This is an optimization exercise on Yosys and OpenROAD, whose aim is small area, not a production implementation. Where RTL was checked, it was by simulation tests only, not by an equivalence proof against the original. Power and IR drop assume default switching activity.

==> trial 29: inputs <==
Design tracking_channel, start of the top module:
module tracking_channel (
  input  logic        clk,
  input  logic        rstn,
  input  logic        if_sign,
  input  logic        if_mag,
  input  logic        pre_tic_enable,
  input  logic        tic_enable,
  input  logic [28:0] carr_nco_fc,
  input  logic [27:0] code_nco_fc,
  input  logic [9:0]  prn_key,
  input  logic        prn_key_enable,
  input  logic [10:0] code_slew,
  input  logic        slew_enable,
  input  logic        epoch_enable,
  input  logic [10:0] epoch_load,
  output logic        dump,
  output logic signed [15:0] i_early,
  output logic signed [15:0] q_early,
  output logic signed [15:0] i_prompt,
  output logic signed [15:0] q_prompt,
  output logic signed [15:0] i_late,
  output logic signed [15:0] q_late,
  output logic [31:0] carrier_val,
  output logic [20:0] code_val,
  output logic [10:0] epoch,
  output logic [10:0] epoch_check,
  output logic        test_point_01,
  output logic        test_point_02,
  output logic        test_point_03
);
==> flow/config.mk <==
export PLATFORM = sky130hd
export DESIGN_NAME = tracking_channel
export DESIGN_NICKNAME = tracking_channel
export VERILOG_FILES = /design/flow/design.v
export SDC_FILE = /design/flow/constraint.sdc
export NUM_CORES = 4
export LEC_CHECK = 0
export CAP_MARGIN = 20
export CORE_MARGIN = 2
export CORE_UTILIZATION = 40
export SLEW_MARGIN = 20
export SYNTH_HIERARCHICAL = 1
==> flow/constraint.sdc <==
create_clock -name core_clock -period 10.0 [get_ports {clk}]
set_input_delay 2.0000 -clock core_clock [delete_from_list [all_inputs] [get_ports {clk}]]
set_output_delay 2.0000 -clock core_clock [all_outputs]
set_load 0.01 [all_outputs]
run.sh (not shown) runs the stock make flow with config.mk's settings and CLKGATE_MAP_FILE= SYNTH_SCRIPT=/design/flow/synth_recipe.tcl, a recipe that flattens the netlist after the stock synthesis.
==> build 96: changes against trial 29 <==
--- a/flow/design.v
+++ b/flow/design.v
@@ -39,13 +39,25 @@
   end
   always_ff @(posedge clk) begin
     if (!rstn || tic_enable) cycle_count_reg <= '0;
     else                     cycle_count_reg <= cnt_inc;
   end
+  logic        lat_load, lat_hold;
+  logic [31:0] cv_next;
+  assign lat_load = tic_enable & rstn;
+  assign lat_hold = ~tic_enable & rstn;
+  for (genvar i = 0; i < 32; i++) begin : g_cv
+    logic nv;
+    if (i < 10) begin : g_ph
+      assign nv = accum_reg[20+i];
+    end else begin : g_cc
+      assign nv = cycle_count_reg[i-10];
+    end
+    sel_cell u_sel (.s1(lat_load), .x(nv), .s0(lat_hold), .y(carrier_val[i]), .z(cv_next[i]));
+  end
   always_ff @(posedge clk) begin
-    if (!rstn)           carrier_val <= '0;
-    else if (tic_enable) carrier_val <= {cycle_count_reg, accum_reg[29:20]};
+    carrier_val <= cv_next;
   end
 endmodule
 module code_nco (
   input  logic        clk,
   input  logic        rstn,
@@ -62,13 +74,19 @@
   );
   always_ff @(posedge clk) begin
     if (!rstn) accum_reg <= '0;
     else       accum_reg <= sum;
   end
+  logic       lat_load, lat_hold;
+  logic [9:0] ph_next;
+  assign lat_load = tic_enable & rstn;
+  assign lat_hold = ~tic_enable & rstn;
+  for (genvar i = 0; i < 10; i++) begin : g_ph
+    sel_cell u_sel (.s1(lat_load), .x(accum_reg[19+i]), .s0(lat_hold), .y(code_nco_phase[i]), .z(ph_next[i]));
+  end
   always_ff @(posedge clk) begin
-    if (!rstn)           code_nco_phase <= '0;
-    else if (tic_enable) code_nco_phase <= accum_reg[28:19];
+    code_nco_phase <= ph_next;
   end
   always_ff @(posedge clk) begin
     hc_enable <= rstn & carry;
   end
 endmodule
@@ -262,12 +280,12 @@
     epoch_check <= {bit_count, cycle_count};
   end
 endmodule
 module accumulator (
   input  logic        clk,
-  input  logic        rstn,
-  input  logic        dump_enable,
+  input  logic        load,           
+  input  logic        hold,           
   input  logic        clear_d,
   input  logic        code_d,
   input  logic        mix_sign_d,
   input  logic [2:0]  mix_mag_d,
   output logic signed [15:0] accumulation
@@ -284,13 +302,16 @@
     fa_cell u_fa (.a(a[i]), .b(b[i]), .ci(c[i]), .s(accum_now[i]), .co(c[i+1]));
   end
   always_ff @(posedge clk) begin
     accum_d <= accum_now;
   end
+  logic [15:0] acc_next;
+  for (genvar i = 0; i < 16; i++) begin : g_out
+    sel_cell u_sel (.s1(load), .x(accum_now[i]), .s0(hold), .y(accumulation[i]), .z(acc_next[i]));
+  end
   always_ff @(posedge clk) begin
-    if (!rstn)            accumulation <= '0;
-    else if (dump_enable) accumulation <= accum_now;
+    accumulation <= acc_next;
   end
 endmodule
 module fa_cell (
   input  logic a,
   input  logic b,
@@ -308,10 +329,19 @@
   output logic co
 );
   assign s  = a ^ b;
   assign co = a & b;
 endmodule
+module sel_cell (
+  input  logic s1,
+  input  logic x,
+  input  logic s0,
+  input  logic y,
+  output logic z
+);
+  assign z = (s1 & x) | (s0 & y);
+endmodule
 module tracking_channel (
   input  logic        clk,
   input  logic        rstn,
   input  logic        if_sign,
   input  logic        if_mag,
@@ -391,10 +421,13 @@
   logic [2:0] mag_i_g, mag_q_g;
   logic       clear_d;
   assign mag_i_g = mix_i_mag & {3{rstn_d}};
   assign mag_q_g = mix_q_mag & {3{rstn_d}};
   assign clear_d = dump_d | ~rstn_d;
+  logic acc_load, acc_hold;
+  assign acc_load = dump_enable & rstn;
+  assign acc_hold = ~dump_enable & rstn;
   carrier_nco carrnco (
     .clk         (clk),
     .rstn        (rstn),
     .tic_enable  (tic_enable),
     .f_control   (carr_nco_fc),
@@ -433,21 +466,21 @@
     .epoch_enable (epoch_enable),
     .epoch_load   (epoch_load),
     .epoch        (epoch),
     .epoch_check  (epoch_check)
   );
-  accumulator ie (.clk(clk), .rstn(rstn), .dump_enable(dump_enable), .clear_d(clear_d),
+  accumulator ie (.clk(clk), .load(acc_load), .hold(acc_hold), .clear_d(clear_d),
                   .code_d(early_d),  .mix_sign_d(mix_i_sign), .mix_mag_d(mag_i_g), .accumulation(i_early));
-  accumulator ip (.clk(clk), .rstn(rstn), .dump_enable(dump_enable), .clear_d(clear_d),
+  accumulator ip (.clk(clk), .load(acc_load), .hold(acc_hold), .clear_d(clear_d),
                   .code_d(prompt_d), .mix_sign_d(mix_i_sign), .mix_mag_d(mag_i_g), .accumulation(i_prompt));
-  accumulator il (.clk(clk), .rstn(rstn), .dump_enable(dump_enable), .clear_d(clear_d),
+  accumulator il (.clk(clk), .load(acc_load), .hold(acc_hold), .clear_d(clear_d),
                   .code_d(late_d),   .mix_sign_d(mix_i_sign), .mix_mag_d(mag_i_g), .accumulation(i_late));
-  accumulator qe (.clk(clk), .rstn(rstn), .dump_enable(dump_enable), .clear_d(clear_d),
+  accumulator qe (.clk(clk), .load(acc_load), .hold(acc_hold), .clear_d(clear_d),
                   .code_d(early_d),  .mix_sign_d(mix_q_sign), .mix_mag_d(mag_q_g), .accumulation(q_early));
-  accumulator qp (.clk(clk), .rstn(rstn), .dump_enable(dump_enable), .clear_d(clear_d),
+  accumulator qp (.clk(clk), .load(acc_load), .hold(acc_hold), .clear_d(clear_d),
                   .code_d(prompt_d), .mix_sign_d(mix_q_sign), .mix_mag_d(mag_q_g), .accumulation(q_prompt));
-  accumulator ql (.clk(clk), .rstn(rstn), .dump_enable(dump_enable), .clear_d(clear_d),
+  accumulator ql (.clk(clk), .load(acc_load), .hold(acc_hold), .clear_d(clear_d),
                   .code_d(late_d),   .mix_sign_d(mix_q_sign), .mix_mag_d(mag_q_g), .accumulation(q_late));
   assign test_point_01 = hc_enable;
   assign test_point_02 = fc_enable;
   assign test_point_03 = prompt_code;
 endmodule
==> flow/flow/run.sh (new file) <==
#!/bin/bash
# Layout flow: the standard ORFS flow (standard.sh, unchanged synthesis),
# with two settings changed:
#  - every input and output port still gets its own buffer, but a small
#    buf_1 instead of the default delay buffer (repair may resize it);
#  - clock tree: no dummy loads, smaller clock buffers.
# Each tool's full output is kept in orfs/logs; make's output in standard.log.
set -euo pipefail
export BUFFER_PORTS_ARGS="-buffer_cell sky130_fd_sc_hd__buf_1"
export CTS_ARGS="-sink_clustering_enable -repair_clock_nets -dont_use_dummy_load -buf_list sky130_fd_sc_hd__clkbuf_8 -sink_clustering_size 20 -sink_clustering_max_diameter 50"
bash standard.sh > standard.log 2>&1
==> flow/standard.sh (new file) <==
#!/bin/bash
# synth_recipe.tcl (not shown) runs the flow's synth.tcl, then flattens the netlist and writes it again
# the make line also repeats each setting of config.mk as NAME=value (left out here)
make -C /OpenROAD-flow-scripts/flow DESIGN_CONFIG=/design/flow/config.mk WORK_HOME=/design/flow/orfs CLKGATE_MAP_FILE= SYNTH_SCRIPT=/design/flow/synth_recipe.tcl "${@:-finish}"
removed: flow/run.sh
==> results_dict.tcl <==
set metrics [dict create \
    place_area_sq_mm 0.0200 \
    fp.dieH_um 218 \
    antenna_found_initial 0 \
    vias 10857 \
    grt_pass1_wl_um 60400 \
    totalPowerFinal_mw 6.02 \
    status "timing/DRC/antenna clean" \
    worst_path_largest_cell_delay_ps 510 \
    timing.hold.ws_ps 371 \
    multi_input_cells 839 \
    fin_crit_sh 0.979 \
    grt.met3_usage 0.0491 \
]
Source of the figures above: build 96

==> results_dict.tcl <==
set metrics [dict create \
    vias 11182 \
    grt.met3_usage 0.0475 \
    fin_crit_sh 0.975 \
    place_area_sq_mm 0.0222 \
    status "timing/DRC/antenna clean" \
    worst_path_largest_cell_delay_ps 420 \
    multi_input_cells 972 \
    grt_pass1_wl_um 62200 \
    antenna_found_initial 3 \
]
Source of the figures above: trial 29

Only the layout flow was run in build 96; the RTL was not checked for function there.

==> job 4458 <==
tracking_channel, a different RTL version from the one above (not shown whole).
==> module carrier_nco, before the edit <==
module carrier_nco (
  input  logic        clk,
  input  logic        rstn,
  input  logic        tic_enable,
  input  logic [28:0] f_control,
  output logic [31:0] carrier_val,
  output logic [3:0]  phase_reg       
);
  logic [29:0] accum_reg;
  logic [21:0] cycle_count_reg;
  logic [29:0] sum;
  logic        carry;
  logic [22:0] k;
  logic [21:0] cnt_inc;
  nco_adder #(.W(30), .B1(13), .B2(22), .BT(29)) add (
    .a(accum_reg), .b(f_control), .s(sum), .co(carry)
  );
  always_ff @(posedge clk) begin
    if (!rstn) accum_reg <= '0;
    else       accum_reg <= sum;
  end
  assign phase_reg = accum_reg[29:26];
  assign k[0]  = carry;
  assign k[11] = carry & (&cycle_count_reg[10:0]);
  for (genvar i = 0; i < 22; i++) begin : g_cnt
    if (i == 10 || i == 21) begin : g_x
      hx_cell u_hx (.a(cycle_count_reg[i]), .b(k[i]), .s(cnt_inc[i]));
    end else begin : g_h
      ha_cell u_ha (.a(cycle_count_reg[i]), .b(k[i]), .s(cnt_inc[i]), .co(k[i+1]));
    end
  end
  always_ff @(posedge clk) begin
    if (!rstn || tic_enable) cycle_count_reg <= '0;
    else                     cycle_count_reg <= cnt_inc;
  end
  logic        lat_load, lat_hold;
  logic [31:0] cv_next;
  assign lat_load = tic_enable & rstn;
  assign lat_hold = ~tic_enable & rstn;
  for (genvar i = 0; i < 32; i++) begin : g_cv
    logic nv;
    if (i < 10) begin : g_ph
      assign nv = accum_reg[20+i];
    end else begin : g_cc
      assign nv = cycle_count_reg[i-10];
    end
    sel_cell u_sel (.s1(lat_load), .x(nv), .s0(lat_hold), .y(carrier_val[i]), .z(cv_next[i]));
  end
  always_ff @(posedge clk) begin
    carrier_val <= cv_next;
  end
endmodule
==> module code_nco, before the edit <==
module code_nco (
  input  logic        clk,
  input  logic        rstn,
  input  logic        tic_enable,
  input  logic [27:0] f_control,
  output logic        hc_enable,
  output logic [9:0]  code_nco_phase
);
  logic [28:0] accum_reg;
  logic [28:0] sum;
  logic        carry;
  nco_adder #(.W(29), .B1(13), .B2(21), .BT(28)) add (
    .a(accum_reg), .b(f_control), .s(sum), .co(carry)
  );
  always_ff @(posedge clk) begin
    if (!rstn) accum_reg <= '0;
    else       accum_reg <= sum;
  end
  logic       lat_load, lat_hold;
  logic [9:0] ph_next;
  assign lat_load = tic_enable & rstn;
  assign lat_hold = ~tic_enable & rstn;
  for (genvar i = 0; i < 10; i++) begin : g_ph
    sel_cell u_sel (.s1(lat_load), .x(accum_reg[19+i]), .s0(lat_hold), .y(code_nco_phase[i]), .z(ph_next[i]));
  end
  always_ff @(posedge clk) begin
    code_nco_phase <= ph_next;
  end
  always_ff @(posedge clk) begin
    hc_enable <= rstn & carry;
  end
endmodule
export LEC_CHECK = 0
export CAP_MARGIN = 0
export CORE_MARGIN = 2
export CORE_UTILIZATION = 70
export SLEW_MARGIN = 0
export SYNTH_HIERARCHICAL = 1
create_clock -name core_clock -period 10.0 [get_ports {clk}]
standard.sh (not shown) runs the stock make flow with config.mk's settings and CLKGATE_MAP_FILE= SYNTH_SCRIPT=/design/flow/synth_recipe.tcl, a recipe that flattens the netlist after the stock synthesis.
==> flow/flow/run.sh <==
#!/bin/bash
# Layout flow: the standard ORFS flow (standard.sh, unchanged synthesis),
# with two settings changed:
#  - every input and output port still gets its own buffer, but a small
#    buf_1 instead of the default delay buffer (repair may resize it);
#  - clock tree: no dummy loads, smaller clock buffers.
# Each tool's full output is kept in orfs/logs; make's output in standard.log.
set -euo pipefail
export BUFFER_PORTS_ARGS="-buffer_cell sky130_fd_sc_hd__buf_1"
export CTS_ARGS="-sink_clustering_enable -repair_clock_nets -dont_use_dummy_load -buf_list sky130_fd_sc_hd__clkbuf_8 -sink_clustering_size 16 -sink_clustering_max_diameter 60"
bash standard.sh > standard.log 2>&1
==> job 2740 (differences from job 4458) <==
--- a/flow/design.v
+++ b/flow/design.v
@@ -21,15 +21,15 @@
 );
   logic [29:0] accum_reg;
   logic [21:0] cycle_count_reg;
   logic [29:0] sum;
   logic        carry;
   logic [22:0] k;
   logic [21:0] cnt_inc;
-  nco_adder #(.W(30), .B1(13), .B2(22), .BT(29)) add (
+  nco_adder #(.W(30), .B1(10), .B2(20), .BT(29)) add (
     .a(accum_reg), .b(f_control), .s(sum), .co(carry)
   );
   always_ff @(posedge clk) begin
     if (!rstn) accum_reg <= '0;
     else       accum_reg <= sum;
   end
   assign phase_reg = accum_reg[29:26];
@@ -70,15 +70,15 @@
   input  logic [27:0] f_control,
   output logic        hc_enable,
   output logic [9:0]  code_nco_phase
 );
   logic [28:0] accum_reg;
   logic [28:0] sum;
   logic        carry;
-  nco_adder #(.W(29), .B1(13), .B2(21), .BT(28)) add (
+  nco_adder #(.W(29), .B1(10), .B2(20), .BT(28)) add (
     .a(accum_reg), .b(f_control), .s(sum), .co(carry)
   );
   always_ff @(posedge clk) begin
     if (!rstn) accum_reg <= '0;
     else       accum_reg <= sum;
   end
   logic       lat_load, lat_hold;
==> flow/flow/run.sh (replaced) <==
#!/bin/bash
# Layout flow: the standard ORFS flow (standard.sh, unchanged synthesis),
# with two settings changed:
#  - every input and output port still gets its own buffer, but a small
#    buf_1 instead of the default delay buffer (repair may resize it);
#  - clock tree: no dummy loads, smaller clock buffers.
# Each tool's full output is kept in orfs/logs; make's output in standard.log.
set -euo pipefail
export BUFFER_PORTS_ARGS="-buffer_cell sky130_fd_sc_hd__buf_1"
export CTS_ARGS="-sink_clustering_enable -repair_clock_nets -dont_use_dummy_load -buf_list sky130_fd_sc_hd__clkbuf_8 -sink_clustering_size 18 -sink_clustering_max_diameter 55"
bash standard.sh > standard.log 2>&1
CORE_UTILIZATION = 55   (was 70)
==> job 5535 (differences from job 4458) <==
--- a/flow/design.v
+++ b/flow/design.v
@@ -21,16 +21,16 @@
 );
   logic [29:0] accum_reg;
   logic [21:0] cycle_count_reg;
   logic [29:0] sum;
   logic        carry;
   logic [22:0] k;
   logic [21:0] cnt_inc;
-  nco_adder #(.W(30), .B1(13), .B2(22), .BT(29)) add (
-    .a(accum_reg), .b(f_control), .s(sum), .co(carry)
+  nco_adder #(.W(30), .B1(10), .B2(20), .BT(29)) add (
+    .a(accum_reg), .b({1'b0, f_control}), .s(sum), .co(carry)
   );
   always_ff @(posedge clk) begin
     if (!rstn) accum_reg <= '0;
     else       accum_reg <= sum;
   end
   assign phase_reg = accum_reg[29:26];
   assign k[0]  = carry;
@@ -70,16 +70,16 @@
   input  logic [27:0] f_control,
   output logic        hc_enable,
   output logic [9:0]  code_nco_phase
 );
   logic [28:0] accum_reg;
   logic [28:0] sum;
   logic        carry;
-  nco_adder #(.W(29), .B1(13), .B2(21), .BT(28)) add (
-    .a(accum_reg), .b(f_control), .s(sum), .co(carry)
+  nco_adder #(.W(29), .B1(10), .B2(20), .BT(28)) add (
+    .a(accum_reg), .b({1'b0, f_control}), .s(sum), .co(carry)
   );
   always_ff @(posedge clk) begin
     if (!rstn) accum_reg <= '0;
     else       accum_reg <= sum;
   end
   logic       lat_load, lat_hold;
   logic [9:0] ph_next;
@@ -98,15 +98,15 @@
 module nco_adder #(
   parameter int W  = 30,
   parameter int B1 = 10,
   parameter int B2 = 20,
   parameter int BT = 29
 ) (
   input  logic [W-1:0] a,
-  input  logic [BT-1:0] b,     
+  input  logic [W-1:0] b,      
   output logic [W-1:0] s,
   output logic         co
 );
   logic [W:0]   c0;    
   logic [W-1:0] s0;    
   logic [W:0]   t1, t2;  
   logic         cb1, cb2;
@@ -215,50 +215,50 @@
   end
   always_ff @(posedge clk) code_phase <= cp_next;
   logic [10:0] slew_n;
   assign slew      = ~slew_n;
   assign slew_zero = &slew_n;
   logic [11:0] sb;
   logic [10:0] slew_hs, slew_n_next;
-  logic        sl_load, sl_keep;
-  assign sb[0]   = hc_enable & ~slew_zero;
-  assign sl_load =  slew_trigger & np;
-  assign sl_keep = ~slew_trigger & np;
+  logic        sl_load, sl_keep_n;
+  assign sb[0]     = hc_enable & ~slew_zero;
+  assign sl_load   = slew_trigger & np;
+  assign sl_keep_n = slew_trigger | prn_key_enable;
   for (genvar i = 0; i < 11; i++) begin : g_sd
     if (i == 10) begin : g_x
       hx_cell u_hx (.a(slew_n[i]), .b(sb[i]), .s(slew_hs[i]));
     end else begin : g_h
       ha_cell u_ha (.a(slew_n[i]), .b(sb[i]), .s(slew_hs[i]), .co(sb[i+1]));
     end
-    selor_cell u_sel (.s1(sl_load), .x(~code_slew[i]), .s0(sl_keep), .y(slew_hs[i]),
-                      .c(prn_key_enable), .z(slew_n_next[i]));
+    seln_cell u_sel (.s1(sl_load), .x(code_slew[i]), .s0_n(sl_keep_n), .y_n(slew_hs[i]), .z_n(slew_n_next[i]));
   end
   always_ff @(posedge clk) begin
     slew_n    <= slew_n_next;
     fc_enable <= np & hc_enable & slew_zero & hc_half;
     hc_half   <= np & (hc_half ^ (hc_enable & slew_zero));
   end
   logic [11:0] remain_n;
   assign period_end = hc_pos[2] & (remain_n == ~12'd2053);
   logic [12:0] rb;
   logic [11:0] remain_hs, remain_n_next;
-  logic        rm_load, rm_keep;
-  assign rb[0]   = hc_enable;
-  assign rm_load = hc_enable & (hc_pos == 3'd1);
-  assign rm_keep = ~rm_load;
+  logic        rm_load, rm_slew, rm_keep_n;
+  assign rb[0]     = hc_enable;
+  assign rm_load   = hc_enable & (hc_pos == 3'd1);
+  assign rm_slew   = rm_load & slew_flag;
+  assign rm_keep_n = rm_load;
   for (genvar i = 0; i < 12; i++) begin : g_rd
     if (i == 11) begin : g_x
       hx_cell u_hx (.a(remain_n[i]), .b(rb[i]), .s(remain_hs[i]));
     end else begin : g_h
       ha_cell u_ha (.a(remain_n[i]), .b(rb[i]), .s(remain_hs[i]), .co(rb[i+1]));
     end
     if (i < 11) begin : g_l
-      sel_cell u_sel (.s1(rm_load), .x(~(slew_flag & code_slew[i])), .s0(rm_keep), .y(remain_hs[i]), .z(remain_n_next[i]));
+      seln_cell u_sel (.s1(rm_slew), .x(code_slew[i]), .s0_n(rm_keep_n), .y_n(remain_hs[i]), .z_n(remain_n_next[i]));
     end else begin : g_t
-      assign remain_n_next[i] = rm_load | remain_hs[i];
+      assign remain_n_next[i] = rm_keep_n | remain_hs[i];
     end
   end
   always_ff @(posedge clk) remain_n <= remain_n_next;
   always_ff @(posedge clk) begin
     if (prn_key_enable) begin
       hc_pos       <= 3'd0;
       dump_enable  <= 1'b0;
@@ -294,14 +294,23 @@
   input  logic x,
   input  logic s0,
   input  logic y,
   output logic z
 );
   assign z = (s2 & w) | (s1 & x) | (s0 & y);
 endmodule
+module seln_cell (
+  input  logic s1,
+  input  logic x,
+  input  logic s0_n,
+  input  logic y_n,
+  output logic z_n
+);
+  assign z_n = ~((s1 & x) | (~s0_n & ~y_n));
+endmodule
 module epoch_counter (
   input  logic        clk,
   input  logic        rstn,
   input  logic        tic_enable,
   input  logic        dump_enable,
   input  logic        epoch_enable,
   input  logic [10:0] epoch_load,
==> flow/flow/run.sh (replaced) <==
#!/bin/bash
# Layout flow: the standard ORFS flow (standard.sh, unchanged synthesis),
# with two settings changed:
#  - every input and output port still gets its own buffer, but a small
#    buf_1 instead of the default delay buffer (repair may resize it);
#  - clock tree: no dummy loads, smaller clock buffers.
# Each tool's full output is kept in orfs/logs; make's output in standard.log.
set -euo pipefail
export BUFFER_PORTS_ARGS="-buffer_cell sky130_fd_sc_hd__buf_1"
export CTS_ARGS="-sink_clustering_enable -repair_clock_nets -dont_use_dummy_load -buf_list sky130_fd_sc_hd__clkbuf_8 -sink_clustering_size 24 -sink_clustering_max_diameter 45"
bash standard.sh > standard.log 2>&1
CAP_MARGIN = 20   (was 0)
CORE_UTILIZATION = 55   (was 70)
SLEW_MARGIN = 20   (was 0)
==> comparison <==
- The lowest maximum frequency belongs to job 4458, the highest to job 2740.
- Between job 4458 and job 5535, the lower clock power is in job 4458 (gap about 12%, measured against job 5535).
- The lowest setup slack belongs to job 4458, the highest to job 2740.
- Critical path depth is the same in job 4458 and job 5535.
- In job 2740 the cell count is higher than in job 4458, by about 5%.
- Utilization: job 4458 > job 5535 > job 2740.
- Global-route usage: job 2740 < job 5535 < job 4458.
==> figures <==
Diode count: job 5535 0; job 4458 0; job 2740 1
Final area over synthesized area: job 5535 1.117x; job 4458 1.099x; job 2740 1.109x
Clock skew: job 5535 0.0526 ns; job 4458 0.0505 ns; job 2740 0.0425 ns
Insertion delay to the later sink of the worst-skew pair: job 5535 0.58 ns; job 4458 0.56 ns; job 2740 0.57 ns
Met3 routing resource usage after global routing: job 5535 0.0546; job 4458 0.0636; job 2740 0.0559
Outcome: job 5535 timing/DRC/antenna clean; job 4458 timing/DRC/antenna clean; job 2740 timing/DRC/antenna clean
Inserted tap cell count: job 5535 402; job 4458 324; job 2740 402
Total Die Area: job 5535 33,400 sq um; job 4458 26,200 sq um; job 2740 33,300 sq um
Final RePlAce weighted congestion: job 5535 0.758; job 4458 0.852; job 2740 0.787
Met1 layer wirelength in the final routing: job 5535 15,700 microns; job 4458 14,600 microns; job 2740 15,100 microns
Part of the Yosys area used for sequential elements: job 5535 -; job 4458 0.496; job 2740 0.495
Core area: job 5535 31,600 sq um; job 4458 24,400 sq um; job 2740 31,500 sq um
Sum of routed wire length over all layers: job 5535 34,300 microns; job 4458 33,800 microns; job 2740 33,600 microns
Number of buffers created by CTS: job 5535 44; job 4458 34; job 2740 37
Post-route minimum period: job 5535 8.97 ns; job 4458 9.18 ns; job 2740 8.89 ns

[separate check: timing with driven ports]
In the flow no input, the clock included, has a driving cell. The finished layouts below were timed again as built, in two steps.
Step 1 sets driving cells, clkbuf_16 on the clock port and buf_2 on the other inputs (assumed; they add their load-dependent delay and slew).
Step 2 moves the port delays by t, midway between the first and last clock arrival at a register: inputs arrive t later, outputs are due t later. That takes back most of the time a late clock gives input paths.
a / b / c = ideal ports / drivers / drivers and shift; a / b = the first two.
run | t (ns) | setup WS [ns] | slew at the worst register clock pin (ns) | pins driven straight from the clock port
trial 29 | 0.622 | 0.253 / 0.257 / -0.365 | 0.06 / 0.06 | 1
build 96 | 0.642 | 0.206 / 0.232 / -0.410 | 0.09 / 0.09 | 1
job 4458 | 0.577 | 0.823 / 0.823 / 0.283 | 0.10 / 0.10 | 1
job 2740 | 0.589 | 1.106 / 1.106 / 1.106 | 0.11 / 0.11 | 1
job 5535 | 0.603 | 1.029 / 1.029 / 1.029 | 0.11 / 0.11 | 1
Met with ideal ports but missed after step 2: setup timing in trial 29 and build 96. The setup slack of trial 29, which loses most, moves by +0.004 ns with the drivers and by -0.618 ns with both steps.
